What follows belongs to an exercise in optimizing a design on an open flow for small area; a production flow would make more cautious choices. The RTL was checked by simulation tests, not by an equivalence proof against the original design. Power is estimated from default activity; no workload was simulated.

==> design/flow/design.v <==
`timescale 1ns/1ps
module uart_frame_trx(
  input         clk,
  input         rst_n,
  input  [1:0]  mode,
  input         isHigh,
  input  [31:0] datain,
  input  [31:0] extra_data,
  input  [31:0] one_more_data,
  output        tx,
  output        tx_busy,
  input         rx,
  output [16:0] freq_out,
  output [16:0] amp_out,
  output        frame_error,
  output        frame_sig,
  output [3:0]  led
);
reg  [7:0] k;
reg        started;    
reg  [4:0] st;         
reg  [7:0] dout;       
wire take = (k == 8'd251);
wire m11 = mode[0] & mode[1];
wire m1x = mode[0] ^ mode[1];
reg [7:0] nbyte;
always @* begin
  case (st[3:0])
    4'd0:  nbyte = 8'd80;
    4'd1:  nbyte = m11 ? (isHigh ? 8'd51 : 8'd52) : (isHigh ? 8'd49 : 8'd50);
    4'd2:  nbyte = datain[31:24];
    4'd3:  nbyte = datain[23:16];
    4'd4:  nbyte = datain[15:8];
    4'd5:  nbyte = datain[7:0];
    4'd6:  nbyte = m11 ? extra_data[31:24] : 8'd13;
    4'd7:  nbyte = m11 ? extra_data[23:16] : 8'd10;
    4'd8:  nbyte = extra_data[15:8];
    4'd9:  nbyte = extra_data[7:0];
    4'd10: nbyte = one_more_data[31:24];
    4'd11: nbyte = one_more_data[23:16];
    4'd12: nbyte = one_more_data[15:8];
    4'd13: nbyte = one_more_data[7:0];
    4'd14: nbyte = 8'd13;
    default: nbyte = 8'd10;
  endcase
end
always @(posedge clk or negedge rst_n) begin
  if (!rst_n) begin
    k <= 8'd252;
    started <= 1'b0;
    st <= 5'd0;
    dout <= 8'd0;
  end else begin
    k <= (k == 8'd254) ? 8'd0 : k + 8'd1;
    if (take) begin
      started <= 1'b1;
      if (m11) begin
        if (!st[4]) dout <= nbyte;
        st <= (st == 5'd15) ? 5'd0 : st + 5'd1;
      end else if (m1x) begin
        if (st[4:3] == 2'b00) dout <= nbyte;
        st <= (st == 5'd7) ? 5'd0 : st + 5'd1;
      end
    end
  end
end
reg txb;
always @* begin
  case (k[7:4])
    4'd0: txb = 1'b0;
    4'd1: txb = dout[0];
    4'd2: txb = dout[1];
    4'd3: txb = dout[2];
    4'd4: txb = dout[3];
    4'd5: txb = dout[4];
    4'd6: txb = dout[5];
    4'd7: txb = dout[6];
    4'd8: txb = dout[7];
    4'd9: txb = ^dout;
    default: txb = 1'b1;
  endcase
end
assign tx      = started ? txb : (k != 8'd252);
assign tx_busy = started & (k < 8'd168);
localparam [7:0] R_NEW  = 8'd156;
localparam [7:0] R_IDLE = 8'd157;
reg       rxbuf, rxfall;
reg [7:0] rc;
reg [7:0] sr;          
wire can_start = (rc == R_IDLE) | (rc == 8'd154) | (rc == 8'd155);
wire start     = rxfall & can_start;
wire sample    = (rc[3:0] == 4'd8) & (rc[7:4] >= 4'd1) & (rc[7:4] <= 4'd8);
wire proc      = (rc == 8'd155) | (rc == R_NEW);
always @(posedge clk or negedge rst_n) begin
  if (!rst_n) begin
    rxbuf <= 1'b1;
    rxfall <= 1'b0;
    rc <= R_IDLE;
  end else begin
    rxbuf <= rx;
    rxfall <= rxbuf & ~rx;
    if (rc <= 8'd153)
      rc <= rc + 8'd1;
    else if (rc == 8'd154)
      rc <= start ? R_NEW : 8'd155;
    else if (rc == R_NEW)
      rc <= 8'd1;
    else
      rc <= start ? 8'd0 : R_IDLE;
  end
end
always @(posedge clk)
  if (sample) sr <= {rx, sr[7:1]};
reg  [3:0]  fs;
reg         fsig, ferr, led2, led3;
reg  [11:0] acc_a;
reg  [16:0] acc_f;
reg  [16:0] fout;
reg  [11:0] aout;
wire [7:0]  dig  = sr - 8'd48;
wire [16:0] base = (fs == 4'd2) ? {5'd0, acc_a} :
                   ((fs == 4'd6) | (fs == 4'd7) | (fs == 4'd8)) ? acc_f : 17'd0;
wire [16:0] sum  = base * 17'd10 + {9'd0, dig};
wire cr_ok = (fs == 4'd11) & (sr == 8'd13);
wire lf_ok = (fs == 4'd12) & (sr == 8'd10);
always @(posedge clk or negedge rst_n) begin
  if (!rst_n) begin
    fs <= 4'd0;
    fsig <= 1'b0;
    ferr <= 1'b0;
    led2 <= 1'b1;
    led3 <= 1'b1;
    fout <= 17'd100;
    aout <= 12'd20;
  end else begin
    fsig <= proc & (cr_ok | lf_ok);
    if (proc) begin
      if (fs == 4'd0) begin
        if (sr == 8'd80) fs <= 4'd1;
      end else if (fs == 4'd11) begin
        if (cr_ok) begin
          led2 <= 1'b0;
          fs <= 4'd12;
        end else begin
          ferr <= 1'b1;
          fs <= 4'd0;
        end
      end else if (fs == 4'd12) begin
        if (lf_ok) begin
          led3 <= 1'b0;
          fout <= acc_f;
          aout <= acc_a;
        end else
          ferr <= 1'b1;
        fs <= 4'd0;
      end else
        fs <= fs + 4'd1;
    end
  end
end
always @(posedge clk)
  if (proc) begin
    if ((fs == 4'd1) | (fs == 4'd2)) acc_a <= sum[11:0];
    if ((fs == 4'd5) | (fs == 4'd6) | (fs == 4'd7) | (fs == 4'd8)) acc_f <= sum;
  end
assign freq_out    = fout;
assign amp_out     = {5'd0, aout};
assign frame_error = ferr;
assign frame_sig   = fsig;
assign led         = {led3, led2, 2'b10};
endmodule
==> design/flow/run.sh <==
#!/bin/bash
# synth_recipe.tcl (not shown) runs the flow's synth.tcl, then flattens the netlist and writes it again
# the make line also repeats each setting of config.mk as NAME=value (left out here)
make -C /OpenROAD-flow-scripts/flow DESIGN_CONFIG=/design/flow/config.mk WORK_HOME=/design/flow/orfs CLKGATE_MAP_FILE= SYNTH_SCRIPT=/design/flow/synth_recipe.tcl finish
==> design/flow/config.mk <==
export PLATFORM = sky130hd
export DESIGN_NAME = uart_frame_trx
export DESIGN_NICKNAME = uart_frame_trx
export VERILOG_FILES = /design/flow/design.v
export SDC_FILE = /design/flow/constraint.sdc
export NUM_CORES = 4
export LEC_CHECK = 0
export CAP_MARGIN = 20
export CORE_MARGIN = 2
export CORE_UTILIZATION = 40
export SLEW_MARGIN = 20
==> design/flow/constraint.sdc <==
create_clock -name core_clock -period 10.0 [get_ports {clk}]
set_input_delay 2.0000 -clock core_clock [delete_from_list [all_inputs] [get_ports {clk}]]
set_output_delay 2.0000 -clock core_clock [all_outputs]
set_load 0.01 [all_outputs]
==> summary.md, run 1 <==
| Metric | Value |
|---|---|
| Status | `finished clean` |
| Post-CTS resize count | `0` |
| Chip height | `136 um` |
| Die ar. | `18400 um2` |
| Total Routing Usage GR | `19.3%` |
| Combinational Power Share | `6.7%` |
| Initial drt markers | `289` |
| Syn Area/Cell | `10.1 um2` |
| Port Buf Inserts | `136` |
| Setup crit start kind | `register` |
| Final instance area | `8720 um2` |
| Sequential Power Share | `53.5%` |
| I/O Pins | `144` |
| Starting density of the core | `40.5%` |
| # hold bufs at CTS | `0` |
| Synthesized instance count | `689` |
| Total number of vias | `5635` |
| Post-DP Area | `8440 um2` |
| Synth Flop Type | `dfrtp_1` |
| FMAX | `220 MHz` |
| Clock Tree Buf Depth | `2` |
| Register bit total from synthesis | `106` |
| Gr ovfl total | `0` |
| Slew HR | `28.7%` |
| Maximum vdd ir drop | `0.0000874 V` |
| Filler Cell Count | `1605` |
| Synth Cell Area | `6930 um2` |
| Internal Pwr Total | `0.000664 W` |
| R2R cell count | `15` |
| Crit path max fanout | `16` |
| Crit. End Element | `register` |
| NetSw | `0.000174 W` |
| P per Cell Area | `96.0 nW/um2` |
| Max Cap Violations | `0` |
| Final WL | `17.6 mm` |
| Area of the multi-input gates | `3790 um2` |
| CTS H-tree depth | `3` |
| Diode count | `0` |
| Final-report hold violation count | `0` |
| Dpl hpwl | `13.5 mm` |
| HP Start | `led2` |
| Clk pin slew, worst setup/hold paths | `70 ps` |
| Count of different cell masters after synthesis | `78` |
| Share of cells above drive strength 1 | `10.2%` |
| Final WS setup | `5440 ps` |
| Clock Latency Late Sink | `340 ps` |
| Post-synth EDFFs | `37` |
| CP Data Required Time | `10090 ps` |
| Setup TNS | `0 ps` |
| Vias in the first global route | `5431` |
| Setup-failing EPs final | `0` |
| Asr flop ratio synth | `65.1%` |
| Core Util, Final | `50.9%` |
| Pin count of the biggest net entering global routing | `50` |
| DRT Pass-1 Iters | `5` |
| Routed vias/inst | `5.43` |
| Final min period | `4560 ps` |
| Worst Setup SP | `fs[0]` |
| Root buffer cell | `clkbuf_16` |
| Final ANT Viol Nets | `0` |
| CP arrival | `4650 ps` |
| RR Endpoint | `acc_f[16]` |
| Clk_skew | `8.52 ps` |
| Initial antenna violation count | `0` |
| Worst slack, placed | `5210 ps` |
| Flop-to-flop setup slack | `5440 ps` |
| Area growth, synth to finish | `25.8%` |
| Clk network pwr share | `39.8%` |
| Core Area | `17100 um2` |
| Hold Path Depth | `1` |
| Post CTS Setup Buffer Count | `0` |
| LEAKAGE | `3.69 nW` |
| CTS tree | `done` |
| Fin crit share | `45.6%` |
| Hold EP | `led2` |
| Slew @ Worst Pin | `1040 ps` |
| Sequential area share after synthesis | `41.3%` |
| DRC | `0` |
| Total power | `0.000837 W` |
| Yosys warns | `1` |
| WS Path Type | `reg2reg` |
| Final nets | `965` |
| Hold Path Class | `reg2reg` |
| Row cnt | `48` |
| Fin. max-slew vios | `0` |
| Placer congestion estimate | `0.881` |
| Sw frac | `20.7%` |
| WL per Instance | `16.9 um` |
| Num CTS Buffers | `9` |
| CTS sink cnt | `106` |
| First-pass GRT wire length | `28.1 mm` |
| Reg area | `2860 um2` |
| Reg2reg start | `fs[0]` |
| Die X | `136 um` |
| RSZ-0062 raised after global routing | `no` |
-- cells by family after synthesis --
logic type	after synthesis	share of synthesized area (%)
muxes	40	6.41
DFF	106	41.3
xor gates and xnor gates	42	5.51
and+or+nand+nor	182	12.7
other	2	0.108
adders and majority gates	56	10.3
buffers and inverters	67	4.28
AOI/OAI and AO/OA	194	19.4
-- metal layers --
metal	GRT usage [%]	vias up	routed length, um
met3	3.55	13	679
met5	0	-	0
met1	27.0	2727	8200
met4	4.69	0	204
met2	31.1	134	8490
li1	-	2761	-
-- layout make-up --
class	count	share of cell area, %
multi-input cells	521	43.5
flip-flops and latches	106	32.8
repair buffers	142	16.1
well taps	225	3.23
clock buffers	11	2.78
inverters	27	1.16
clock inverters	5	0.430
-- sequential cells by signal (all words and copies together), names as in the netlist --
signal	flops
led2	1
k	8
dout	8
led3	1
rxbuf	1
fsig	1
st	5
ferr	1
started	1
rc	8
fs	4
fout	17
acc_f	17
aout	12
rxfall	1
acc_a	12
sr	8
-- layout by cell type, fill, tap and decap left out, types with 3 or more instances in the layout --
| master | instances |
|---|---|
| a31oi_1 | 10 |
| clkdlybuf4s50_1 | 135 |
| a22o_1 | 17 |
| nor3_1 | 9 |
| mux2_1 | 6 |
| a221oi_1 | 8 |
| nand3_1 | 20 |
| inv_1 | 27 |
| a211oi_1 | 5 |
| nand4_1 | 7 |
| nor2b_1 | 9 |
| o22ai_1 | 3 |
| nand2b_1 | 8 |
| xor2_1 | 18 |
| o21ai_0 | 41 |
| and2_1 | 8 |
| a21boi_0 | 3 |
| a22oi_1 | 16 |
| a21oi_1 | 31 |
| mux2i_1 | 5 |
| o31ai_1 | 5 |
| nand2_1 | 60 |
| conb_1 | 7 |
| a222oi_1 | 4 |
| dfrtp_1 | 50 |
| o21ai_1 | 8 |
| xnor2_1 | 23 |
| a21o_1 | 6 |
| mux2_2 | 29 |
| and3_1 | 5 |
| ha_1 | 54 |
| o21a_1 | 9 |
| edfxtp_1 | 37 |
| clkbuf_16 | 9 |
| dfstp_2 | 19 |
| buf_4 | 6 |
| nor2_1 | 39 |
-- worst max-delay path by stage --
stage / to / slack [ps] / depth (start not counted)
4_1_cts: acc_f[16] / 5430 / 15
3_5_place_dp: dout[1] / 5210 / 9
3_3_place_gp: dout[1] / 5220 / 9
5_1_grt: acc_f[16] / 5010 / 17
2_1_floorplan: acc_f[16] / 5930 / 16
6_report: acc_f[16] / 5440 / 15
-- worst max-delay path: stages, from the launching register on --
cell     delay (ps)
dfrtp_1         430
inv_1           100
ha_1            240
o21ai_0         170
nand2_1         370
a22o_1          380
ha_1            300
ha_1            220
fa_1            420
xor2_1          170
ha_1            200
or3_1           380
o31ai_1         450
nor3_2          130
nand4_1         130
xnor3_1         210
-- power groups by stage --
stage	clock network (W)	registers, W	logic, W
floorplan	0	0.000456	0.0000102
global placement	0	0.000456	0.0000557
detailed placement	0	0.000456	0.0000564
CTS	0.000345	0.000448	0.0000566
global route	0.000363	0.000448	0.0000609
finish	0.000333	0.000448	0.0000562
-- per-stage QoR --
stage / std cells / hold WS [ps]
2_1_floorplan: 694 / 455
3_5_place_dp: 1021 / 467
3_3_place_gp: 1021 / 458
4_1_cts: 1037 / 496
5_1_grt: 1037 / 512
6_report: 1037 / 494
-- Yosys cell counts (6+ instances only) --
master | number | area share [%]
nand3_1 | 20 | 1.4
nor2_1 | 40 | 2.2
a22oi_1 | 16 | 1.7
nand2_1 | 60 | 3.2
and2_1 | 8 | 0.72
clkbuf_1 | 25 | 1.4
mux2_2 | 29 | 4.7
dfstp_2 | 19 | 7.2
o21a_1 | 9 | 0.97
a21o_1 | 6 | 0.65
nand4_1 | 7 | 0.63
a221oi_1 | 8 | 1.0
nand2b_1 | 8 | 0.72
mux2_1 | 6 | 0.97
xor2_1 | 18 | 2.3
dfrtp_1 | 50 | 18
a31oi_1 | 10 | 0.90
edfxtp_1 | 37 | 16
a22o_1 | 17 | 2.1
o21ai_1 | 8 | 0.58
xnor2_1 | 23 | 2.9
ha_1 | 54 | 9.7
nor2b_1 | 9 | 0.81
buf_4 | 9 | 0.97
o21ai_0 | 41 | 3.0
nor3_1 | 9 | 0.65
a21oi_1 | 31 | 2.2
inv_1 | 27 | 1.5
==> run 2: changes to the inputs <==
--- a/design/flow/design.v
+++ b/design/flow/design.v
@@ -84,11 +84,18 @@
 assign tx_busy = started & (k < 8'd168);
-localparam [7:0] R_NEW  = 8'd156;
-localparam [7:0] R_IDLE = 8'd157;
-reg       rxbuf, rxfall;
+localparam [7:0] R_145  = 8'd145;
+localparam [7:0] R_146  = 8'd146;
+localparam [7:0] R_NEW  = 8'd147;
+localparam [7:0] R_IDLE = 8'd148;
+localparam [7:0] P_145  = 8'd153;
+localparam [7:0] P_146  = 8'd154;
+localparam [7:0] P_IDLE = 8'd156;
+reg       rxbuf;
 reg [7:0] rc;
 reg [7:0] sr;          
-wire can_start = (rc == R_IDLE) | (rc == 8'd154) | (rc == 8'd155);
-wire start     = rxfall & can_start;
-wire sample    = (rc[3:0] == 4'd8) & (rc[7:4] >= 4'd1) & (rc[7:4] <= 4'd8);
-wire proc      = (rc == 8'd155) | (rc == R_NEW);
+wire fall   = rxbuf & ~rx;
+wire sample = ~rc[7] & (rc[3:0] == 4'd15);
+wire win    = rc[7] & ((rc[6:4] == 3'd0) | (rc == 8'd144));   
+wire win8   = (rc[7:3] == 5'b10000);                            
+wire win12  = win8 | (rc[7:2] == 6'b100010);                    
+wire proc   = (rc == R_146) | (rc == P_146) | (rc == R_NEW);
 always @(posedge clk or negedge rst_n) begin
@@ -96,3 +103,2 @@
     rxbuf <= 1'b1;
-    rxfall <= 1'b0;
     rc <= R_IDLE;
@@ -100,11 +106,13 @@
     rxbuf <= rx;
-    rxfall <= rxbuf & ~rx;
-    if (rc <= 8'd153)
-      rc <= rc + 8'd1;
-    else if (rc == 8'd154)
-      rc <= start ? R_NEW : 8'd155;
-    else if (rc == R_NEW)
-      rc <= 8'd1;
-    else
-      rc <= start ? 8'd0 : R_IDLE;
+    case (rc)
+      8'd144:  rc <= fall ? P_145 : R_145;
+      R_145:   rc <= fall ? P_146 : R_146;
+      P_145:   rc <= R_NEW;
+      R_146:   rc <= fall ? P_IDLE : R_IDLE;
+      R_IDLE:  rc <= fall ? P_IDLE : R_IDLE;
+      P_146:   rc <= 8'd247;
+      P_IDLE:  rc <= 8'd247;
+      R_NEW:   rc <= 8'd248;
+      default: rc <= rc + 8'd1;
+    endcase
   end
@@ -112,13 +120,33 @@
 always @(posedge clk)
-  if (sample) sr <= {rx, sr[7:1]};
+  if (sample | win8) sr <= {rc[7] ? sr[0] : rx, sr[7:1]};
 reg  [3:0]  fs;
 reg         fsig, ferr, led2, led3;
-reg  [11:0] acc_a;
-reg  [16:0] acc_f;
+reg  [11:0] acc_a;     
+reg  [16:0] acc_f;     
 reg  [16:0] fout;
 reg  [11:0] aout;
-wire [7:0]  dig  = sr - 8'd48;
-wire [16:0] base = (fs == 4'd2) ? {5'd0, acc_a} :
-                   ((fs == 4'd6) | (fs == 4'd7) | (fs == 4'd8)) ? acc_f : 17'd0;
-wire [16:0] sum  = base * 17'd10 + {9'd0, dig};
+reg  h1, h2, h3;       
+reg  ca, cb;           
+reg  bw;               
+wire amp_dig  = (fs == 4'd1) | (fs == 4'd2);
+wire freq_dig = (fs == 4'd5) | (fs == 4'd6) | (fs == 4'd7) | (fs == 4'd8);
+wire first    = (fs == 4'd1) | (fs == 4'd5);
+wire obit     = ~first & (amp_dig ? acc_a[0] : acc_f[0]);
+wire c48      = (rc[2:1] == 2'b10);
+wire dbit     = win8 & (sr[0] ^ c48 ^ bw);
+wire bw_n     = (~sr[0] & (c48 | bw)) | (c48 & bw);
+wire s1       = h1 ^ h3 ^ dbit;
+wire k1       = (h1 & h3) | (h1 & dbit) | (h3 & dbit);
+wire sbit     = s1 ^ ca ^ cb;
+wire k2       = (s1 & ca) | (s1 & cb) | (ca & cb);
+always @(posedge clk) begin
+  h1 <= win & obit;
+  h2 <= win & h1;
+  h3 <= win & h2;
+  ca <= win & k1;
+  cb <= win & k2;
+  bw <= win & bw_n;
+  if (win12 & amp_dig) acc_a <= {sbit, acc_a[11:1]};
+  if (win & freq_dig)  acc_f <= {sbit, acc_f[16:1]};
+end
 wire cr_ok = (fs == 4'd11) & (sr == 8'd13);
@@ -160,7 +188,2 @@
 end
-always @(posedge clk)
-  if (proc) begin
-    if ((fs == 4'd1) | (fs == 4'd2)) acc_a <= sum[11:0];
-    if ((fs == 4'd5) | (fs == 4'd6) | (fs == 4'd7) | (fs == 4'd8)) acc_f <= sum;
-  end
 assign freq_out    = fout;
==> design/flow/flow/run.sh (new file) <==
#!/bin/bash
# Standard layout, but with the smallest buffer on the ports.
set -euo pipefail
export BUFFER_PORTS_ARGS="-buffer_cell sky130_fd_sc_hd__buf_1"
bash standard.sh synth > synth.log 2>&1
bash standard.sh > layout.log 2>&1
==> design/flow/standard.sh (new file) <==
#!/bin/bash
# synth_recipe.tcl (not shown) runs the flow's synth.tcl, then flattens the netlist and writes it again
# the make line also repeats each setting of config.mk as NAME=value (left out here)
make -C /OpenROAD-flow-scripts/flow DESIGN_CONFIG=/design/flow/config.mk WORK_HOME=/design/flow/orfs CLKGATE_MAP_FILE= SYNTH_SCRIPT=/design/flow/synth_recipe.tcl "${@:-finish}"
--- a/design/flow/config.mk
+++ b/design/flow/config.mk
@@ -10,2 +10,3 @@
 export CORE_UTILIZATION = 40
+export CTS_BUF_LIST = sky130_fd_sc_hd__clkbuf_4 sky130_fd_sc_hd__clkbuf_8
 export SLEW_MARGIN = 20
removed: design/flow/run.sh
==> summary.md, run 2 <==
| Metric | Value |
|---|---|
| Hold Path Class | `reg2reg` |
| Setup crit start kind | `register` |
| LEAKAGE | `2.72 nW (-26%)` |
| Dpl hpwl | `10.2 mm (-24%)` |
| First-pass GRT wire length | `22.8 mm (-19%)` |
| Slew @ Worst Pin | `909 ps (-133 ps)` |
| Core Util, Final | `46.0% (-4.9 points)` |
| Crit path max fanout | `10 (-6)` |
| Routed vias/inst | `5.45 (+0.24%)` |
| Synth Area in Compound Gates | `17.2% (-2.2 points)` |
| Fin. max-slew vios | `0 (unchanged)` |
| Synthesized instance count | `556 (-19%)` |
| Die ar. | `16500 um2 (-11%)` |
| Setup-failing EPs final | `0 (unchanged)` |
| Status | `finished clean` |
| Clk pin slew, worst setup/hold paths | `100 ps (+30 ps)` |
| CTS H-tree depth | `3 (unchanged)` |
| Starting density of the core | `40.8% (+0.30 points)` |
| Pin count of the biggest net entering global routing | `69 (+38%)` |
| Yosys warns | `1 (unchanged)` |
| Core Area | `15100 um2 (-12%)` |
| Synth Cell Area | `6180 um2 (-11%)` |
| Post-DP Area | `6770 um2 (-20%)` |
| Reg area | `2950 um2 (+3.2%)` |
| Diode count | `0 (unchanged)` |
| DRT Pass-1 Iters | `5 (unchanged)` |
| Post-synth top area share | `20.7% (+2.6 points)` |
| Die X | `128 um (-5.4%)` |
| Placer congestion estimate | `0.892 (+1.2%)` |
| Filler Cell Count | `1429 (-11%)` |
| Final nets | `798 (-17%)` |
| Max Cap Violations | `0 (unchanged)` |
| Slew HR | `39.4% (+11 points)` |
| Num CTS Buffers | `9 (unchanged)` |
| Final WL | `14.3 mm (-19%)` |
| CTS sink cnt | `111 (+4.7%)` |
| Adder-Cell Fraction of Synth Area | `4.62% (-5.7 points)` |
| Asr flop ratio synth | `61.3% (-3.8 points)` |
| Synth Flop Type | `dfrtp_1` |
| Crit. End Element | `output port` |
| Largest family of logic cells by synthesized area | `compound AO/OA/AOI/OAI gates` |
| Total Routing Usage GR | `17.4% (-2.0 points)` |
| Mux cell area share after synthesis | `10.0% (+3.6 points)` |
| P per Cell Area | `108 nW/um2 (+12%)` |
| Biggest regs | `acc_f x17, fout x17` |
| Maximum vdd ir drop | `0.0000713 V (-18%)` |
| Gr ovfl total | `0 (unchanged)` |
| Vias in the first global route | `4550 (-16%)` |
| Clock Latency Late Sink | `370 ps (+30 ps)` |
| Register bit total from synthesis | `111 (+4.7%)` |
| Count of different cell masters after synthesis | `81 (+3.8%)` |
| Root buffer cell | `clkbuf_8` |
| CP arrival | `2130 ps (-2520 ps)` |
| Syn Area/Cell | `11.1 um2 (+10%)` |
| Chip height | `128 um (-5.4%)` |
| Most frequent cells in the layout | `buf_1, dfrtp_1, edfxtp_1` |
| Final-report hold violation count | `0 (unchanged)` |
| Synth area leaders | `dfrtp_1, edfxtp_1, dfstp_2, mux2_4, ha_1` |
| Clk_skew | `12.6 ps (+4.08 ps)` |
| Total number of vias | `4728 (-16%)` |
| Sequential area share after synthesis | `47.8% (+6.5 points)` |
| # hold bufs at CTS | `0 (unchanged)` |
| Simple-gate share of the synthesized area | `13.0% (+0.29 points)` |
| Fin crit share | `41.3% (-4.3 points)` |
| Initial drt markers | `273 (-5.5%)` |
| Port Buf Inserts | `136 (unchanged)` |
| DRC | `0 (unchanged)` |
| Most common cell after layout, fill and taps aside | `buf_1` |
| Synth top cells by count | `dfrtp_1, edfxtp_1, a21oi_1, nand2_1, mux2_4` |
| Initial antenna violation count | `0 (unchanged)` |
| I/O Pins | `144 (unchanged)` |
| Total power | `0.000751 W (-10%)` |
| Post CTS Setup Buffer Count | `0 (unchanged)` |
| RSZ-0062 raised after global routing | `no` |
| Row cnt | `45 (-6.3%)` |
| Post-synth EDFFs | `37 (unchanged)` |
| FMAX | `242 MHz (+10%)` |
| Area of the multi-input gates | `2930 um2 (-23%)` |
| Post-CTS resize count | `0 (unchanged)` |
| Yosys top cell by area | `dfrtp_1` |
| WL per Instance | `16.5 um (-2.7%)` |
| WS Path Type | `reg2out` |
| Clock Tree Buf Depth | `2 (unchanged)` |
| CP Data Required Time | `8000 ps (-2090 ps)` |
| Area growth, synth to finish | `12.8%` |
| CTS tree | `done` |
| Post-Synth XOR/XNOR Area | `2.13% (-3.4 points)` |
| Final instance area | `6970 um2 (-20%)` |
| Cell with the most instances after synthesis | `dfrtp_1` |
| Setup TNS | `0 ps (unchanged)` |
| Final min period | `4130 ps (-428 ps)` |
| Final ANT Viol Nets | `0 (unchanged)` |
| Share of cells above drive strength 1 | `12.5% (+2.3 points)` |
## run 2: cell types whose count changed after synthesis, moves of 8 or more
cell and change:
mux2_2 -27, mux2_4 +29, xnor2_1 -15, xor2_1 -11, o21ai_1 -8, nor2_1 -12
nand2_1 -30, mux2i_1 +9, a22o_1 -14, ha_1 -36, o21ai_0 -18
## run 2: power breakdown
part / internal (W) / leakage (nW) / switching (W)
combinational: 0.0000156 / 1.50 / 0.0000203
clock: 0.0000935 / 0.0912 / 0.000153
sequential: 0.000468 / 1.13 / 0.000000501
total: 0.000577 / 2.72 / 0.000174
## run 2: final timing paths
kind / startpoint / endpoint / slack, ps / cells after the start
max: k[4] / tx / 5870 / 5
min: acc_f[3] / acc_f[2] / 460 / 0
max reg2reg: rc[2] / acc_a[11] / 7020 / 7
min reg2reg: acc_f[3] / acc_f[2] / 460 / 0
max in group asynchronous: rst_n / rc[0] / 7580 / 2
min in group asynchronous: rst_n / aout[6] / 1780 / 2
## run 2: area by class of cell
| type | count | share of cell area [%] |
|---|---|---|
| Clock buffer | 9 | 1.78 |
| Clock inverter | 7 | 0.772 |
| Tap cell | 188 | 3.38 |
| Sequential cell | 111 | 42.4 |
| Inverter | 27 | 1.45 |
| Multi-Input combinational cell | 384 | 42.1 |
| Timing Repair Buffer | 142 | 8.17 |
## run 2: kinds of logic (layout without fill, tap and decap cells)
logic type                 count (synthesis)  count (layout)
and+or+nand+nor                          144             144
adders and majority gates                 21              21
other                                      2               7
AOI/OAI and AO/OA                        151             151
muxes                                     46              46
xor gates and xnor gates                  15              15
buffers and inverters                     66             185
DFF                                      111             111
## run 2: critical path: stages (launching register included)
cell and delay [ps]:
dfstp_2 650, mux4_2 520, nand2_1 80, a21oi_1 60
a311o_1 320, buf_1 140
## run 2: metrics by stage
step	hold slack (ps)	instances	setup WS, ps
floorplan	414	561	6350
global placement	420	851	6280
detailed placement	440	851	6200
CTS	461	867	5860
global route	475	868	5740
finish	455	868	5870
## run 2: routing by layer
| metal | up-vias | global-route usage, % | wire length (um) |
|---|---|---|---|
| met5 | - | 0 | 0 |
| met1 | 2313 | 24.5 | 6600 |
| met2 | 112 | 27.1 | 6950 |
| li1 | 2286 | - | - |
| met3 | 17 | 3.71 | 590 |
| met4 | 0 | 4.78 | 168 |
==> run 3: changes to the inputs <==
--- a/design/flow/config.mk
+++ b/design/flow/config.mk
@@ -10,3 +10,5 @@
 export CORE_UTILIZATION = 40
-export CTS_BUF_LIST = sky130_fd_sc_hd__clkbuf_4 sky130_fd_sc_hd__clkbuf_8
+export CTS_BUF_LIST = sky130_fd_sc_hd__clkbuf_8
+export CTS_CLUSTER_DIAMETER = 150
+export CTS_CLUSTER_SIZE = 40
 export SLEW_MARGIN = 20
==> summary.md, run 3 <==
| Metric | Value |
|---|---|
| Status | `finished clean` |
| Initial drt markers | `273 (unchanged)` |
| Synth Cell Area | `6180 um2 (unchanged)` |
| Placer congestion estimate | `0.892 (unchanged)` |
| Asr flop ratio synth | `61.3% (unchanged)` |
| Total Routing Usage GR | `17.4% (unchanged)` |
| Max Cap Violations | `0 (unchanged)` |
| Buffers & Inverters on Critical Path | `1 (unchanged)` |
| Cell with the most instances after synthesis | `dfrtp_1` |
| LEAKAGE | `2.72 nW (unchanged)` |
| Initial antenna violation count | `0 (unchanged)` |
| Most common cell after layout, fill and taps aside | `buf_1` |
| Clock Latency Late Sink | `370 ps (about the same)` |
| Setup-failing EPs final | `0 (unchanged)` |
| P per Cell Area | `108 nW/um2 (unchanged)` |
| CP peak stage delay | `650 ps (about the same)` |
| Crit path max fanout | `10 (unchanged)` |
| WL per Instance | `16.5 um (unchanged)` |
| Diode count | `0 (unchanged)` |
| Final-report hold violation count | `0 (unchanged)` |
| Row cnt | `45 (unchanged)` |
| Hold WS | `455 ps (unchanged)` |
| CP Data Required Time | `8000 ps (about the same)` |
| # hold bufs at CTS | `0 (unchanged)` |
| Final min period | `4130 ps (unchanged)` |
| Delay-heaviest family, CP | `flip-flops` |
| Die ar. | `16500 um2 (unchanged)` |
| Port Buf Inserts | `136 (unchanged)` |
| Die X | `128 um (unchanged)` |
| NetSw | `0.000174 W (unchanged)` |
| Hold Path Class | `reg2reg` |
| Pin count of the biggest net entering global routing | `69 (unchanged)` |
| Post CTS Setup Buffer Count | `0 (unchanged)` |
| Root buffer cell | `clkbuf_8` |
| Fin. max-slew vios | `0 (unchanged)` |
| Slew HR | `39.4% (unchanged)` |
| Fin crit share | `41.3% (unchanged)` |
| Synth Flop Type | `dfrtp_1` |
| Area growth, synth to finish | `12.8% (unchanged)` |
| Starting density of the core | `40.8% (unchanged)` |
| Yosys warns | `1 (unchanged)` |
| Final ANT Viol Nets | `0 (unchanged)` |
| CTS tree | `done` |
| Slowest stage cell, crit path | `dfstp_2` |
| Biggest regs | `acc_f x17, fout x17` |
| CP arrival | `2130 ps (about the same)` |
| Internal Pwr Total | `0.000577 W (unchanged)` |
| Post-CTS resize count | `0 (unchanged)` |
| Crit. End Element | `output port` |
| Final WL | `14.3 mm (unchanged)` |
| Post-synth top area share | `20.7% (unchanged)` |
| CP cell instances | `mux4_2 -> nand2_1 -> a21oi_1 -> a311o_1 -> buf_1` |
| CTS H-tree depth | `3 (unchanged)` |
| First-pass GRT wire length | `22.8 mm (unchanged)` |
| CTS sink cnt | `111 (unchanged)` |
| DRT Pass-1 Iters | `5 (unchanged)` |
| Dpl hpwl | `10.2 mm (unchanged)` |
| Core Area | `15100 um2 (unchanged)` |
| Chip height | `128 um (unchanged)` |
| Vias in the first global route | `4550 (unchanged)` |
| Share of cells above drive strength 1 | `12.5% (unchanged)` |
| Gr ovfl total | `0 (unchanged)` |
| Count of different cell masters after synthesis | `81 (unchanged)` |
| Setup crit start kind | `register` |
| DRC | `0 (unchanged)` |
| Routed vias/inst | `5.45 (unchanged)` |
| Total number of vias | `4728 (unchanged)` |
| Sw frac | `23.2% (unchanged)` |
| Yosys top cell by area | `dfrtp_1` |
| Clock Tree Buf Depth | `2 (unchanged)` |
| Num CTS Buffers | `9 (unchanged)` |
| Synthesized instance count | `556 (unchanged)` |
| Clk_skew | `12.6 ps (unchanged)` |
| Synth top cells by count | `dfrtp_1, edfxtp_1, a21oi_1, nand2_1, mux2_4` |
| Sequential area share after synthesis | `47.8% (unchanged)` |
| FMAX | `242 MHz (unchanged)` |
| Post-synth EDFFs | `37 (unchanged)` |
| Sequential Power Share | `62.4% (about the same)` |
| Maximum vdd ir drop | `0.0000713 V (unchanged)` |
| Clk pin slew, worst setup/hold paths | `100 ps (about the same)` |
| Register bit total from synthesis | `111 (unchanged)` |
| Synth area leaders | `dfrtp_1, edfxtp_1, dfstp_2, mux2_4, ha_1` |
| RSZ-0062 raised after global routing | `no` |
| Slew @ Worst Pin | `909 ps (unchanged)` |
| Combinational Power Share | `4.8% (about the same)` |
| Setup TNS | `0 ps (unchanged)` |
| I/O Pins | `144 (unchanged)` |
| Most frequent cells in the layout | `buf_1, dfrtp_1, edfxtp_1` |
| Clk network pwr share | `32.9% (about the same)` |
| WS Path Type | `reg2out` |
| Syn Area/Cell | `11.1 um2 (unchanged)` |
| Final nets | `798 (unchanged)` |
==> run 3: cell counts after synthesis <==
No cell type changed its count.
==> run 3: layout make-up <==
type / count / area (um2)
fillers: 1429 / 8180
repair buffers: 142 / 569
well taps: 188 / 235
inverters: 27 / 101
clock inverters: 7 / 53.8
clock buffers: 9 / 124
multi-input cells: 384 / 2930
flip-flops and latches: 111 / 2950
==> run 3: worst paths after layout <==
kind                       startpoint   endpoint  slack [ps]  cells after the start
setup / recovery                 k[4]         tx        5870                      5
hold / removal               acc_f[3]   acc_f[2]         460                      0
setup reg to reg                rc[2]  acc_a[11]        7020                      7
hold reg to reg              acc_f[3]   acc_f[2]         460                      0
max in group asynchronous       rst_n      rc[0]        7580                      2
min in group asynchronous       rst_n    aout[6]        1780                      2
==> run 3: cell families (layout without fill, tap and decap cells) <==
logic type	after synthesis	in the layout	share of synthesized area, %
compound gates	151	151	17.2
mux	46	46	10.0
flops	111	111	47.8
buf+inv	66	185	5.04
simple gates	144	144	13.0
xor+xnor	15	15	2.13
other cells	2	7	0.122
fa+ha+maj	21	21	4.62
==> run 3: worst reg2reg max path: stages (launching register included) <==
cell and delay, ps:
dfstp_2 700, inv_1 90, nor2_1 170, fa_1 430
or3_1 370, fa_1 490, inv_1 50, fa_1 450
==> run 3: through the flow <==
stage / instances / area (um2) / setup WS, ps / total power (W) / utilization [%]
after floorplan: 561 / 6200 / 6350 / 0.000491 / -
after global placement: 851 / 6770 / 6280 / 0.000513 / 44.7
after detailed placement: 851 / 6770 / 6200 / 0.000513 / 44.7
after CTS: 867 / 6950 / 5860 / 0.000762 / 45.9
after global routing: 868 / 6970 / 5740 / 0.000785 / 46.0
final: 868 / 6970 / 5870 / 0.000751 / 46.0
==> run 3: power by group through the flow <==
stage | sequential, W | combinational, W | clock [W]
final | 0.000468 | 0.0000358 | 0.000247
after global placement | 0.000477 | 0.0000357 | 0
after global routing | 0.000468 | 0.0000404 | 0.000277
after floorplan | 0.000477 | 0.0000136 | 0
after detailed placement | 0.000477 | 0.0000360 | 0
after CTS | 0.000468 | 0.0000363 | 0.000258
==> run 3: routing by layer <==
| layer | track usage [%] | share of wire [%] | vias up |
|---|---|---|---|
| met5 | 0 | 0 | - |
| met4 | 4.78 | 1.2 | 0 |
| met3 | 3.71 | 4.1 | 17 |
| met2 | 27.1 | 49 | 112 |
| met1 | 24.5 | 46 | 2313 |
| li1 | - | - | 2286 |
==> run 4: changes to the inputs <==
--- a/design/flow/config.mk
+++ b/design/flow/config.mk
@@ -11,4 +11,4 @@
 export CTS_BUF_LIST = sky130_fd_sc_hd__clkbuf_8
-export CTS_CLUSTER_DIAMETER = 150
-export CTS_CLUSTER_SIZE = 40
+export CTS_CLUSTER_DIAMETER = 100
+export CTS_CLUSTER_SIZE = 30
 export SLEW_MARGIN = 20
==> summary.md, run 4 <==
| Metric | Value |
|---|---|
| Total number of vias | `4728 (unchanged)` |
| Buffers & Inverters on Critical Path | `1 (unchanged)` |
| Share of cells above drive strength 1 | `12.5% (unchanged)` |
| Hold WS | `455 ps (unchanged)` |
| Synth Cell Area | `6180 um2 (unchanged)` |
| DRC | `0 (unchanged)` |
| Clock Latency Late Sink | `370 ps (about the same)` |
| CTS H-tree depth | `3 (unchanged)` |
| Max Cap Violations | `0 (unchanged)` |
| Total power | `0.000751 W (unchanged)` |
| NetSw | `0.000174 W (unchanged)` |
| Setup crit start kind | `register` |
| Fin crit share | `41.3% (unchanged)` |
| Biggest regs | `acc_f x17, fout x17` |
| P per Cell Area | `108 nW/um2 (unchanged)` |
| Clk network pwr share | `32.9% (about the same)` |
| Cell with the most instances after synthesis | `dfrtp_1` |
| Starting density of the core | `40.8% (unchanged)` |
| Gr ovfl total | `0 (unchanged)` |
| Most frequent cells in the layout | `buf_1, dfrtp_1, edfxtp_1` |
| Combinational Power Share | `4.8% (about the same)` |
| Final WL | `14.3 mm (unchanged)` |
| Die ar. | `16500 um2 (unchanged)` |
| Post-synth EDFFs | `37 (unchanged)` |
| RSZ-0062 raised after global routing | `no` |
| First-pass GRT wire length | `22.8 mm (unchanged)` |
| FMAX | `242 MHz (unchanged)` |
| CP arrival | `2130 ps (about the same)` |
| Filler Cell Count | `1429 (unchanged)` |
| Post-CTS resize count | `0 (unchanged)` |
| Clock Tree Buf Depth | `2 (unchanged)` |
| Total Routing Usage GR | `17.4% (unchanged)` |
| Internal Pwr Total | `0.000577 W (unchanged)` |
| Initial drt markers | `273 (unchanged)` |
| Count of different cell masters after synthesis | `81 (unchanged)` |
| Fin. max-slew vios | `0 (unchanged)` |
| Syn Area/Cell | `11.1 um2 (unchanged)` |
| CP cell instances | `mux4_2 -> nand2_1 -> a21oi_1 -> a311o_1 -> buf_1` |
| Diode count | `0 (unchanged)` |
| Crit. End Element | `output port` |
| Routed vias/inst | `5.45 (unchanged)` |
| Maximum vdd ir drop | `0.0000713 V (unchanged)` |
| Sequential Power Share | `62.4% (about the same)` |
| Post-Layout Cell Count | `868 (unchanged)` |
| WL per Instance | `16.5 um (unchanged)` |
| Setup-failing EPs final | `0 (unchanged)` |
| Sw frac | `23.2% (unchanged)` |
| Worst slack, placed | `6200 ps (unchanged)` |
| Chip height | `128 um (unchanged)` |
| Vias in the first global route | `4550 (unchanged)` |
| Pin count of the biggest net entering global routing | `69 (unchanged)` |
| Num CTS Buffers | `9 (unchanged)` |
| Core Area | `15100 um2 (unchanged)` |
| Post CTS Setup Buffer Count | `0 (unchanged)` |
| Placer congestion estimate | `0.892 (unchanged)` |
| Setup TNS | `0 ps (unchanged)` |
| Initial antenna violation count | `0 (unchanged)` |
| I/O Pins | `144 (unchanged)` |
| Post-synth top area share | `20.7% (unchanged)` |
| Yosys top cell by area | `dfrtp_1` |
| Synth area leaders | `dfrtp_1, edfxtp_1, dfstp_2, mux2_4, ha_1` |
| Clk_skew | `12.6 ps (unchanged)` |
| Crit path max fanout | `10 (unchanged)` |
| Yosys warns | `1 (unchanged)` |
| Asr flop ratio synth | `61.3% (unchanged)` |
| Final-report hold violation count | `0 (unchanged)` |
| # hold bufs at CTS | `0 (unchanged)` |
| Final nets | `798 (unchanged)` |
| Slowest stage cell, crit path | `dfstp_2` |
| Port Buf Inserts | `136 (unchanged)` |
| Row cnt | `45 (unchanged)` |
| Delay-heaviest family, CP | `flip-flops` |
| Flop-to-flop setup slack | `7020 ps (about the same)` |
| Clk pin slew, worst setup/hold paths | `100 ps (about the same)` |
| Area growth, synth to finish | `12.8% (unchanged)` |
| LEAKAGE | `2.72 nW (unchanged)` |
| Dpl hpwl | `10.2 mm (unchanged)` |
| WS Path Type | `reg2out` |
| CP Data Required Time | `8000 ps (about the same)` |
| Synthesized instance count | `556 (unchanged)` |
| Root buffer cell | `clkbuf_8` |
| Synth Flop Type | `dfrtp_1` |
| CTS sink cnt | `111 (unchanged)` |
| Sequential area share after synthesis | `47.8% (unchanged)` |
| Final WS setup | `5870 ps (unchanged)` |
| DRT Pass-1 Iters | `5 (unchanged)` |
| Synth top cells by count | `dfrtp_1, edfxtp_1, a21oi_1, nand2_1, mux2_4` |
| Slew @ Worst Pin | `909 ps (unchanged)` |
| Register bit total from synthesis | `111 (unchanged)` |
| CTS tree | `done` |
| Die X | `128 um (unchanged)` |
| Final ANT Viol Nets | `0 (unchanged)` |
| Hold Path Class | `reg2reg` |
| Slew HR | `39.4% (unchanged)` |
| # placed instances | `851 (unchanged)` |
| Final min period | `4130 ps (unchanged)` |
| CP peak stage delay | `650 ps (about the same)` |
| Most common cell after layout, fill and taps aside | `buf_1` |
| Status | `finished clean` |
==> run 4: logic make-up after synthesis <==
| kind of cell | count (synthesis) | share of synthesized area (%) |
|---|---|---|
| flip-flops | 111 | 47.8 |
| AND/OR/NAND/NOR | 144 | 13.0 |
| buffers and inverters | 66 | 5.04 |
| other | 2 | 0.122 |
| adder cells (fa/ha/maj) | 21 | 4.62 |
| AO/OA/AOI/OAI | 151 | 17.2 |
| multiplexers | 46 | 10.0 |
| XOR/XNOR | 15 | 2.13 |
==> run 4: power groups by stage <==
stage	Combinational (W)	Clock, W	Sequential [W]
6_report	0.0000358	0.000247	0.000468
5_1_grt	0.0000404	0.000277	0.000468
4_1_cts	0.0000363	0.000258	0.000468
3_5_place_dp	0.0000360	0	0.000477
3_3_place_gp	0.0000357	0	0.000477
2_1_floorplan	0.0000136	0	0.000477
==> run 4: path summary, 6_finish.rpt <==
path / depth (start not counted) / endpoint / from
max in group asynchronous: 2 / rc[0] / rst_n
setup / recovery: 5 / tx / k[4]
hold / removal: 0 / acc_f[2] / acc_f[3]
hold reg to reg: 0 / acc_f[2] / acc_f[3]
min in group asynchronous: 2 / aout[6] / rst_n
setup reg to reg: 7 / acc_a[11] / rc[2]
==> run 4: stage by stage <==
stage	area, um2	utilization (%)
after floorplan	6200	-
after global placement	6770	44.7
after detailed placement	6770	44.7
after CTS	6950	45.9
after global routing	6970	46.0
final	6970	46.0
==> run 4: layer usage <==
layer | vias to the layer above | track usage [%] | part of all wire [%]
met2 | 112 | 27.1 | 49
met5 | - | 0 | 0
met4 | 0 | 4.78 | 1.2
met3 | 17 | 3.71 | 4.1
met1 | 2313 | 24.5 | 46
li1 | 2286 | - | -
==> run 4: layout make-up <==
cell class | instances | area (um2) | share of cell area, %
Sequential cell | 111 | 2950 | 42.4
Multi-Input combinational cell | 384 | 2930 | 42.1
Timing Repair Buffer | 142 | 569 | 8.17
Tap cell | 188 | 235 | 3.38
Clock buffer | 9 | 124 | 1.78
Inverter | 27 | 101 | 1.45
Clock inverter | 7 | 53.8 | 0.772
==> run 5: changes to the inputs <==
--- a/design/flow/design.v
+++ b/design/flow/design.v
@@ -93,9 +93,10 @@
 reg [7:0] rc;
-reg [7:0] sr;          
-wire fall   = rxbuf & ~rx;
-wire sample = ~rc[7] & (rc[3:0] == 4'd15);
-wire win    = rc[7] & ((rc[6:4] == 3'd0) | (rc == 8'd144));   
-wire win8   = (rc[7:3] == 5'b10000);                            
-wire win12  = win8 | (rc[7:2] == 6'b100010);                    
-wire proc   = (rc == R_146) | (rc == P_146) | (rc == R_NEW);
+wire       fall   = rxbuf & ~rx;
+wire       sample = ~rc[7] & (rc[3:0] == 4'd15);
+wire [2:0] bi     = rc[6:4];                                        
+wire       win9   = (rc[7:3] == 5'b10000) | (rc == 8'd136);         
+wire       win4   = (rc[7:2] == 6'b100000);                         
+wire       clr    = (rc[7:3] == 5'b11111);                          
+wire       step   = sample | win9;
+wire       proc   = (rc == R_146) | (rc == P_146) | (rc == R_NEW);
 always @(posedge clk or negedge rst_n) begin
@@ -119,4 +120,2 @@
 end
-always @(posedge clk)
-  if (sample | win8) sr <= {rc[7] ? sr[0] : rx, sr[7:1]};
 reg  [3:0]  fs;
@@ -127,2 +126,8 @@
 reg  [11:0] aout;
+reg  m;
+wire expbit = fs[3] ? (fs[0] ? ((bi == 3'd0) | (bi == 3'd2) | (bi == 3'd3))
+                             : ((bi == 3'd1) | (bi == 3'd3)))
+                    : ((bi == 3'd4) | (bi == 3'd6));
+always @(posedge clk)
+  if (sample) m <= ((bi == 3'd0) | m) & (rx ~^ expbit);
 reg  h1, h2, h3;       
@@ -134,5 +139,5 @@
 wire obit     = ~first & (amp_dig ? acc_a[0] : acc_f[0]);
-wire c48      = (rc[2:1] == 2'b10);
-wire dbit     = win8 & (sr[0] ^ c48 ^ bw);
-wire bw_n     = (~sr[0] & (c48 | bw)) | (c48 & bw);
+wire c48      = (bi[2:1] == 2'b10);
+wire dbit     = sample & (rx ^ c48 ^ bw);
+wire bw_n     = (~rx & (c48 | bw)) | (c48 & bw);
 wire s1       = h1 ^ h3 ^ dbit;
@@ -142,13 +147,15 @@
 always @(posedge clk) begin
-  h1 <= win & obit;
-  h2 <= win & h1;
-  h3 <= win & h2;
-  ca <= win & k1;
-  cb <= win & k2;
-  bw <= win & bw_n;
-  if (win12 & amp_dig) acc_a <= {sbit, acc_a[11:1]};
-  if (win & freq_dig)  acc_f <= {sbit, acc_f[16:1]};
-end
-wire cr_ok = (fs == 4'd11) & (sr == 8'd13);
-wire lf_ok = (fs == 4'd12) & (sr == 8'd10);
+  if (step | clr) begin
+    h1 <= ~clr & obit;
+    h2 <= ~clr & h1;
+    h3 <= ~clr & h2;
+    ca <= ~clr & k1;
+    cb <= ~clr & k2;
+    bw <= ~clr & bw_n;
+  end
+  if (amp_dig & (sample | win4)) acc_a <= {sbit, acc_a[11:1]};
+  if (freq_dig & step)           acc_f <= {sbit, acc_f[16:1]};
+end
+wire cr_ok = (fs == 4'd11) & m;
+wire lf_ok = (fs == 4'd12) & m;
 always @(posedge clk or negedge rst_n) begin
@@ -166,3 +173,3 @@
       if (fs == 4'd0) begin
-        if (sr == 8'd80) fs <= 4'd1;
+        if (m) fs <= 4'd1;
       end else if (fs == 4'd11) begin
==> design/flow/flow/run.sh (replaced) <==
#!/bin/bash
# Standard layout, with an area-oriented abc script in synthesis and the
# smallest buffer on the ports.
set -euo pipefail
W=$PWD
export FLOW_SYNTH_TCL=$W/synth_recipe.tcl
export AREA_ABC_SCRIPT=$W/flow/area.abc
export BUFFER_PORTS_ARGS="-buffer_cell sky130_fd_sc_hd__buf_1"
bash standard.sh SYNTH_SCRIPT=$W/flow/synth_area.tcl synth > synth.log 2>&1
bash standard.sh SYNTH_SCRIPT=$W/flow/synth_area.tcl finish > layout.log 2>&1
==> design/flow/flow/area.abc (new file) <==
strash
&get -n
&st
&deepsyn -T 60
&dch -f
&nf -R 1000 -p -a
&put
strash
&get -n
&st
&dch -f
&nf -R 1000 -p -a
&put
==> design/flow/flow/synth_area.tcl (new file) <==
# The standard flow's synthesis script, with abc run on an area-oriented script instead of
# ORFS's speed script. Registers are mapped before abc, so they are unchanged.
proc abc {args} {
  set i [lsearch $args -script]
  if { $i >= 0 } {
    set args [lreplace $args $i [expr {$i + 1}] -script $::env(AREA_ABC_SCRIPT)]
  }
  puts "abc with area script: $args"
  yosys abc {*}$args
}
source $::env(FLOW_SYNTH_TCL)
--- a/design/flow/config.mk
+++ b/design/flow/config.mk
@@ -11,4 +11,2 @@
 export CTS_BUF_LIST = sky130_fd_sc_hd__clkbuf_8
-export CTS_CLUSTER_DIAMETER = 100
-export CTS_CLUSTER_SIZE = 30
 export SLEW_MARGIN = 20
==> summary.md, run 5 <==
| Metric | Value |
|---|---|
| Die ar. | `14000 um2 (-15%)` |
| Hold EP | `acc_f[15]` |
| Max Cap Violations | `0 (unchanged)` |
| Maximum vdd ir drop | `0.0000558 V (-22%)` |
| Post-CTS resize count | `0 (unchanged)` |
| Internal Pwr Total | `0.000575 W (-0.32%)` |
| Flop-to-flop setup slack | `7190 ps (+170 ps)` |
| RSZ-0062 raised after global routing | `no` |
| Yosys top cell by area | `dfrtp_1` |
| Synth top cells by count | `dfrtp_1, nand2_1, edfxtp_1, o21ai_0, mux2_1` |
| Num CTS Buffers | `9 (unchanged)` |
| Register bit total from synthesis | `104 (-6.3%)` |
| Synthesized instance count | `466 (-16%)` |
| Vias in the first global route | `4314 (-5.2%)` |
| Setup crit start kind | `primary input` |
| Clk pin slew, worst setup/hold paths | `100 ps (about the same)` |
| Core Area | `12700 um2 (-16%)` |
| Cell with the most instances after synthesis | `dfrtp_1` |
| Final nets | `736 (-7.8%)` |
| Final ANT Viol Nets | `0 (unchanged)` |
| Fin. max-slew vios | `0 (unchanged)` |
| RR Endpoint | `cb` |
| Routed vias/inst | `5.40 (-0.89%)` |
| Total Routing Usage GR | `19.2% (+1.9 points)` |
| Final-report hold violation count | `0 (unchanged)` |
| Synth Flop Type | `dfrtp_1` |
| WL per Instance | `16.6 um (+0.67%)` |
| WS Path Type | `in2reg` |
| Area growth, synth to finish | `17.6%` |
| Fin crit share | `41.4% (+0.17 points)` |
| Most common cell after layout, fill and taps aside | `buf_1` |
| I/O Pins | `144 (unchanged)` |
| Row cnt | `41 (-8.9%)` |
| P per Cell Area | `120 nW/um2 (+11%)` |
| Crit. End Element | `register` |
| Gr ovfl total | `0 (unchanged)` |
| Final min period | `4140 ps (+16.9 ps)` |
| Diode count | `0 (unchanged)` |
| Reg2reg start | `rc[6]` |
| # hold bufs at CTS | `0 (unchanged)` |
| CTS sink cnt | `104 (-6.3%)` |
| Port Buf Inserts | `136 (unchanged)` |
| Initial drt markers | `325 (+19%)` |
| Filler Cell Count | `1254 (-12%)` |
| Syn Area/Cell | `11.2 um2 (+0.87%)` |
| Crit path max fanout | `5 (-5)` |
| Post-synth top area share | `24.4% (+3.8 points)` |
| Count of different cell masters after synthesis | `47 (-42%)` |
| First-pass GRT wire length | `21.5 mm (-6.0%)` |
| Setup TNS | `0 ps (unchanged)` |
| Hold Path Depth | `0 (unchanged)` |
| DRC | `0 (unchanged)` |
| Sequential area share after synthesis | `53.7% (+5.9 points)` |
| Clock Tree Buf Depth | `2 (unchanged)` |
| Clk network pwr share | `36.4% (+3.5 points)` |
| Final WL | `13.1 mm (-8.4%)` |
| HP Start | `acc_f[16]` |
| LEAKAGE | `2.46 nW (-9.7%)` |
| Hold Path Class | `reg2reg` |
| CP Data Required Time | `10100 ps (+2100 ps)` |
| Die X | `118 um (-7.8%)` |
| Sequential Power Share | `59.5% (-2.9 points)` |
| Most frequent cells in the layout | `buf_1, dfrtp_1, nand2_1` |
| NetSw | `0.000163 W (-6.5%)` |
| Post CTS Setup Buffer Count | `0 (unchanged)` |
| Slew HR | `34.1% (-5.3 points)` |
| Placer congestion estimate | `0.861 (-3.4%)` |
| Starting density of the core | `41.2% (+0.43 points)` |
| Chip height | `118 um (-7.8%)` |
| Clk_skew | `9.92 ps (-2.67 ps)` |
| Core Util, Final | `48.5% (+2.4 points)` |
| Combinational Power Share | `4.0% (-0.8 points)` |
| Root buffer cell | `clkbuf_8` |
| DRT Pass-1 Iters | `5 (unchanged)` |
| CP arrival | `4240 ps (+2110 ps)` |
| Slew @ Worst Pin | `987 ps (+77.9 ps)` |
| Clock Latency Late Sink | `360 ps (about the same)` |
| Pin count of the biggest net entering global routing | `69 (unchanged)` |
| CTS H-tree depth | `3 (unchanged)` |
| Synth area leaders | `dfrtp_1, edfxtp_1, dfstp_2, mux2_1, ha_1` |
| Initial antenna violation count | `0 (unchanged)` |
| CTS tree | `done` |
| R2R cell count | `7 (unchanged)` |
| Yosys warns | `1 (unchanged)` |
| Share of cells above drive strength 1 | `6.31% (-6.2 points)` |
| Biggest regs | `acc_f x17, fout x17` |
| Setup-failing EPs final | `0 (unchanged)` |
| Total number of vias | `4265 (-9.8%)` |
| Post-synth EDFFs | `36 (-2.7%)` |
| Synth Cell Area | `5220 um2 (-15%)` |
| FMAX | `241 MHz (-0.41%)` |
| Dpl hpwl | `9.93 mm (-3.1%)` |
| Status | `finished clean` |
| Sw frac | `22.1% (-1.1 points)` |
| Asr flop ratio synth | `65.4% (+4.1 points)` |
## run 5: cell count changes after synthesis, sizes merged, moves of 7 or more
cell and change:
a211oi -8, a21oi -11, a22oi -11, a32oi +9, buf -10, clkbuf -20
clkinv +24, inv -27, mux2i -14, nand2 +11, o211ai -7, o21ai +7
## run 5: layout make-up
type	count	area (um2)	share of cell area, %
Clock inverter	6	65.1	1.06
Multi-Input combinational cell	334	2290	37.2
Tap cell	172	215	3.51
Inverter	24	90.1	1.47
Sequential cell	104	2800	45.7
Timing Repair Buffer	140	542	8.82
Clock buffer	10	138	2.24
## run 5: worst max path at each step
stage,depth (start not counted),endpoint,from,slack [ps]
floorplan,7,cb,rx,5850
global placement,8,cb,rx,5510
detailed placement,8,cb,rx,5450
CTS,8,cb,rx,5840
global route,8,cb,rx,5740
finish,8,cb,rx,5860
## run 5: per-stage QoR
stage,cells,hold slack [ps],setup slack (ps),total power [W],cell area (um2)
after CTS,790,457,5840,0.000746,6140
final,790,456,5860,0.000737,6140
after floorplan,471,419,5850,0.000455,5240
after global routing,790,463,5740,0.000769,6140
after detailed placement,774,433,5450,0.000478,5940
after global placement,774,425,5510,0.000477,5940
## run 5: worst max-delay path: stages
cell and delay [ps]:
buf_1 200, clkinv_1 150, fa_1 480, or3_1 370, fa_1 490, clkinv_1 70
fa_1 350, nor2b_1 140
## run 5: power by group through the flow
stage	Sequential, W	Clock, W	Combinational, W
final	0.000439	0.000269	0.0000298
after global routing	0.000439	0.000296	0.0000338
after CTS	0.000439	0.000277	0.0000303
after detailed placement	0.000447	0	0.0000302
after global placement	0.000447	0	0.0000301
after floorplan	0.000447	0	0.00000787
## run 5: metal layers
layer	vias to the layer above	track usage [%]	wire [um]
met5	-	0	0
met4	0	10.5	534
met3	26	3.09	758
met2	181	32.3	6280
met1	2047	23.6	5540
li1	2011	-	-
## run 5: cell families after synthesis
family | count (synthesis) | synth area share, %
other | 2 | 0.144
muxes | 30 | 6.68
xor gates and xnor gates | 17 | 2.85
buffers and inverters | 33 | 3.02
AOI/OAI and AO/OA | 113 | 14.4
and+or+nand+nor | 146 | 13.7
DFF | 104 | 53.7
adders and majority gates | 21 | 5.46
==> run 6: changes to the inputs <==
--- a/design/flow/flow/run.sh
+++ b/design/flow/flow/run.sh
@@ -8,2 +8,3 @@
 export BUFFER_PORTS_ARGS="-buffer_cell sky130_fd_sc_hd__buf_1"
+export CTS_ARGS="-sink_clustering_enable -repair_clock_nets -buf_list sky130_fd_sc_hd__clkbuf_8 -dont_use_dummy_load -sink_clustering_size 50 -sink_clustering_max_diameter 300"
 bash standard.sh SYNTH_SCRIPT=$W/flow/synth_area.tcl synth > synth.log 2>&1
==> summary.md, run 6 <==
| Metric | Value |
|---|---|
| Total number of vias | `4201 (-1.5%)` |
| # hold bufs at CTS | `0 (unchanged)` |
| Area growth, synth to finish | `16.1%` |
| Placer congestion estimate | `0.861 (unchanged)` |
| First-pass GRT wire length | `21.4 mm (-0.45%)` |
| FMAX | `240 MHz (-0.54%)` |
| Total Routing Usage GR | `19.2% (-0.075 points)` |
| CP arrival | `4240 ps (about the same)` |
| Sequential area share after synthesis | `53.7% (unchanged)` |
| DRT Pass-1 Iters | `5 (unchanged)` |
| Most frequent cells in the layout | `buf_1, dfrtp_1, nand2_1` |
| Register bit total from synthesis | `104 (unchanged)` |
| Die X | `118 um (unchanged)` |
| Synth top cells by count | `dfrtp_1, nand2_1, edfxtp_1, o21ai_0, mux2_1` |
| Clock Latency Late Sink | `360 ps (about the same)` |
| Initial drt markers | `353 (+8.6%)` |
| Status | `finished clean` |
| Synth Flop Type | `dfrtp_1` |
| Slowest stage cell, crit path | `fa_1` |
| CTS sink cnt | `104 (unchanged)` |
| Diode count | `0 (unchanged)` |
| Post-synth EDFFs | `36 (unchanged)` |
| Routed vias/inst | `5.37 (-0.62%)` |
| Share of cells above drive strength 1 | `5.40% (-0.91 points)` |
| Clk_skew | `25.4 ps (+15.5 ps)` |
| I/O Pins | `144 (unchanged)` |
| LEAKAGE | `2.41 nW (-1.8%)` |
| Max Cap Violations | `0 (unchanged)` |
| Core Util, Final | `47.8% (-0.62 points)` |
| Yosys warns | `1 (unchanged)` |
| Final min period | `4170 ps (+22.6 ps)` |
| Fin. max-slew vios | `0 (unchanged)` |
| Final ANT Viol Nets | `0 (unchanged)` |
| Crit path max fanout | `5 (unchanged)` |
| Post-CTS resize count | `0 (unchanged)` |
| Setup-failing EPs final | `0 (unchanged)` |
| Crit. End Element | `register` |
| Initial antenna violation count | `0 (unchanged)` |
| Post-synth top area share | `24.4% (unchanged)` |
| CP peak stage delay | `490 ps (about the same)` |
| Final-report hold violation count | `0 (unchanged)` |
| Fin crit share | `41.7% (+0.23 points)` |
| Count of different cell masters after synthesis | `47 (unchanged)` |
| Most common cell after layout, fill and taps aside | `buf_1` |
| Clk pin slew, worst setup/hold paths | `90 ps (about the same)` |
| Root buffer cell | `clkbuf_8` |
| Gr ovfl total | `0 (unchanged)` |
| Core Area | `12700 um2 (unchanged)` |
| Synth Cell Area | `5220 um2 (unchanged)` |
| Biggest regs | `acc_f x17, fout x17` |
| Setup crit start kind | `primary input` |
| Pin count of the biggest net entering global routing | `69 (unchanged)` |
| Starting density of the core | `41.2% (unchanged)` |
| Hold WS | `436 ps (-19.5 ps)` |
| Clock Tree Buf Depth | `2 (unchanged)` |
| Row cnt | `41 (unchanged)` |
| CTS H-tree depth | `3 (unchanged)` |
| Final nets | `736 (unchanged)` |
| Synth area leaders | `dfrtp_1, edfxtp_1, dfstp_2, mux2_1, ha_1` |
| Syn Area/Cell | `11.2 um2 (unchanged)` |
| Cell with the most instances after synthesis | `dfrtp_1` |
| P per Cell Area | `111 nW/um2 (-7.6%)` |
| CP most frequent cell | `fa_1` |
| Port Buf Inserts | `136 (unchanged)` |
| WS Path Type | `in2reg` |
| Die ar. | `14000 um2 (unchanged)` |
| Asr flop ratio synth | `65.4% (unchanged)` |
| RSZ-0062 raised after global routing | `no` |
| Setup TNS | `0 ps (unchanged)` |
| Vias in the first global route | `4317 (+0.070%)` |
| CTS tree | `done` |
| Slew HR | `33.7% (-0.39 points)` |
| Chip height | `118 um (unchanged)` |
| CP cell instances | `buf_1 -> clkinv_1 -> fa_1 -> or3_1 -> fa_1 -> clkinv_1 -> fa_1 -> nor2b_1` |
| Slew @ Worst Pin | `993 ps (+5.80 ps)` |
| CP Data Required Time | `10070 ps (-30 ps)` |
| Final WL | `13.0 mm (-1.1%)` |
| Synthesized instance count | `466 (unchanged)` |
| Maximum vdd ir drop | `0.0000559 V (+0.15%)` |
| DRC | `0 (unchanged)` |
| WL per Instance | `16.6 um (-0.17%)` |
| Post CTS Setup Buffer Count | `0 (unchanged)` |
| Num CTS Buffers | `9 (unchanged)` |
| Dpl hpwl | `9.93 mm (unchanged)` |
| Yosys top cell by area | `dfrtp_1` |
| Hold Path Class | `reg2reg` |
## run 6: report_power, final
part	internal, W	switching [W]	total [W]
clock network	0.0000811	0.000123	0.000204
logic	0.0000119	0.0000178	0.0000297
registers	0.000439	0.0000000696	0.000439
## run 6: path summary, 6_finish.rpt
kind	endpoint	slack [ps]	from	cells past startpoint
worst min register to register	acc_f[15]	440	acc_f[16]	0
worst max register to register	cb	7200	rc[6]	7
max in group asynchronous	rc[5]	7580	rst_n	2
worst max-delay path	cb	5830	rx	8
min in group asynchronous	fout[8]	1840	rst_n	2
worst min-delay path	acc_f[15]	440	acc_f[16]	0
## run 6: layer usage
metal  part of all wire, %  global-route usage, %  vias up
met5                     0                      0        -
met4                   3.9                   10.9        0
met3                   5.9                   3.14       26
met2                    48                   32.1      175
met1                    42                   23.4     1996
li1                      -                      -     2004
## run 6: metrics by stage
step                instances  cell area (um2)  setup WS [ps]  total power [W]
floorplan                 471             5240           5850         0.000455
global placement          774             5940           5510         0.000477
finish                    783             6060           5830         0.000673
CTS                       783             6060           5820         0.000682
detailed placement        774             5940           5450         0.000478
global route              783             6060           5720         0.000703
## run 6: worst max-delay path, delay by kind of cell
kind	cells	cell delay (ps)
simple gates	2	510
fa+ha+maj	3	1320
buf+inv	3	420
## run 6: final cells by class
| cell class | instances | area, um2 |
|---|---|---|
| fill | 1266 | 6610 |
| sequential | 104 | 2800 |
| multi-input combinational | 334 | 2290 |
| timing repair buffer | 140 | 542 |
| tap | 172 | 215 |
| clock buffer | 9 | 124 |
| inverter | 24 | 90.1 |
## run 6: logic make-up after synthesis
logic type | count (synthesis) | share of synthesized area (%)
AOI/OAI and AO/OA | 113 | 14.4
and+or+nand+nor | 146 | 13.7
xor gates and xnor gates | 17 | 2.85
buffers and inverters | 33 | 3.02
adders and majority gates | 21 | 5.46
DFF | 104 | 53.7
muxes | 30 | 6.68
other | 2 | 0.144

static timing again, ports no longer ideal:
How much do the figures lean on ideal ports? The routed layouts below were timed once more, with nothing changed but the port constraints.
Step 1 sets driving cells, clkbuf_16 on the clock port and buf_2 on the other inputs (assumed; they add their load-dependent delay and slew).
Step 2 also shifts input and output timing later by t, the mid clock arrival at the registers, as if the neighbouring blocks saw the same clock.
Three values: ideal, step 1, step 2; two values: the first two.
| run | t (ns) | slack for setup (ns) | hold WS [ns] | worst setup path at the end | clock arrival spread, ns |
|---|---|---|---|---|---|
| run 1 | 0.385 | 5.445 / 5.445 / 5.095 | 0.494 / 0.494 / 0.494 | input to register | 0.009 / 0.009 |
| run 2 | 0.397 | 5.873 / 5.840 / 6.190 | 0.455 / 0.455 / 0.455 | input to register | 0.012 / 0.012 |
| run 3 | 0.397 | 5.873 / 5.840 / 6.190 | 0.455 / 0.455 / 0.455 | input to register | 0.012 / 0.012 |
| run 4 | 0.397 | 5.873 / 5.840 / 6.190 | 0.455 / 0.455 / 0.455 | input to register | 0.012 / 0.012 |
| run 5 | 0.391 | 5.856 / 5.853 / 5.463 | 0.456 / 0.456 / 0.456 | input to register | 0.011 / 0.011 |
| run 6 | 0.382 | 5.834 / 5.831 / 5.449 | 0.436 / 0.436 / 0.436 | input to register | 0.025 / 0.025 |
After both steps every run listed still meets setup and hold. For run 5, which loses most, drivers alone change the setup slack by -0.003 ns; drivers and shift together by -0.393 ns.
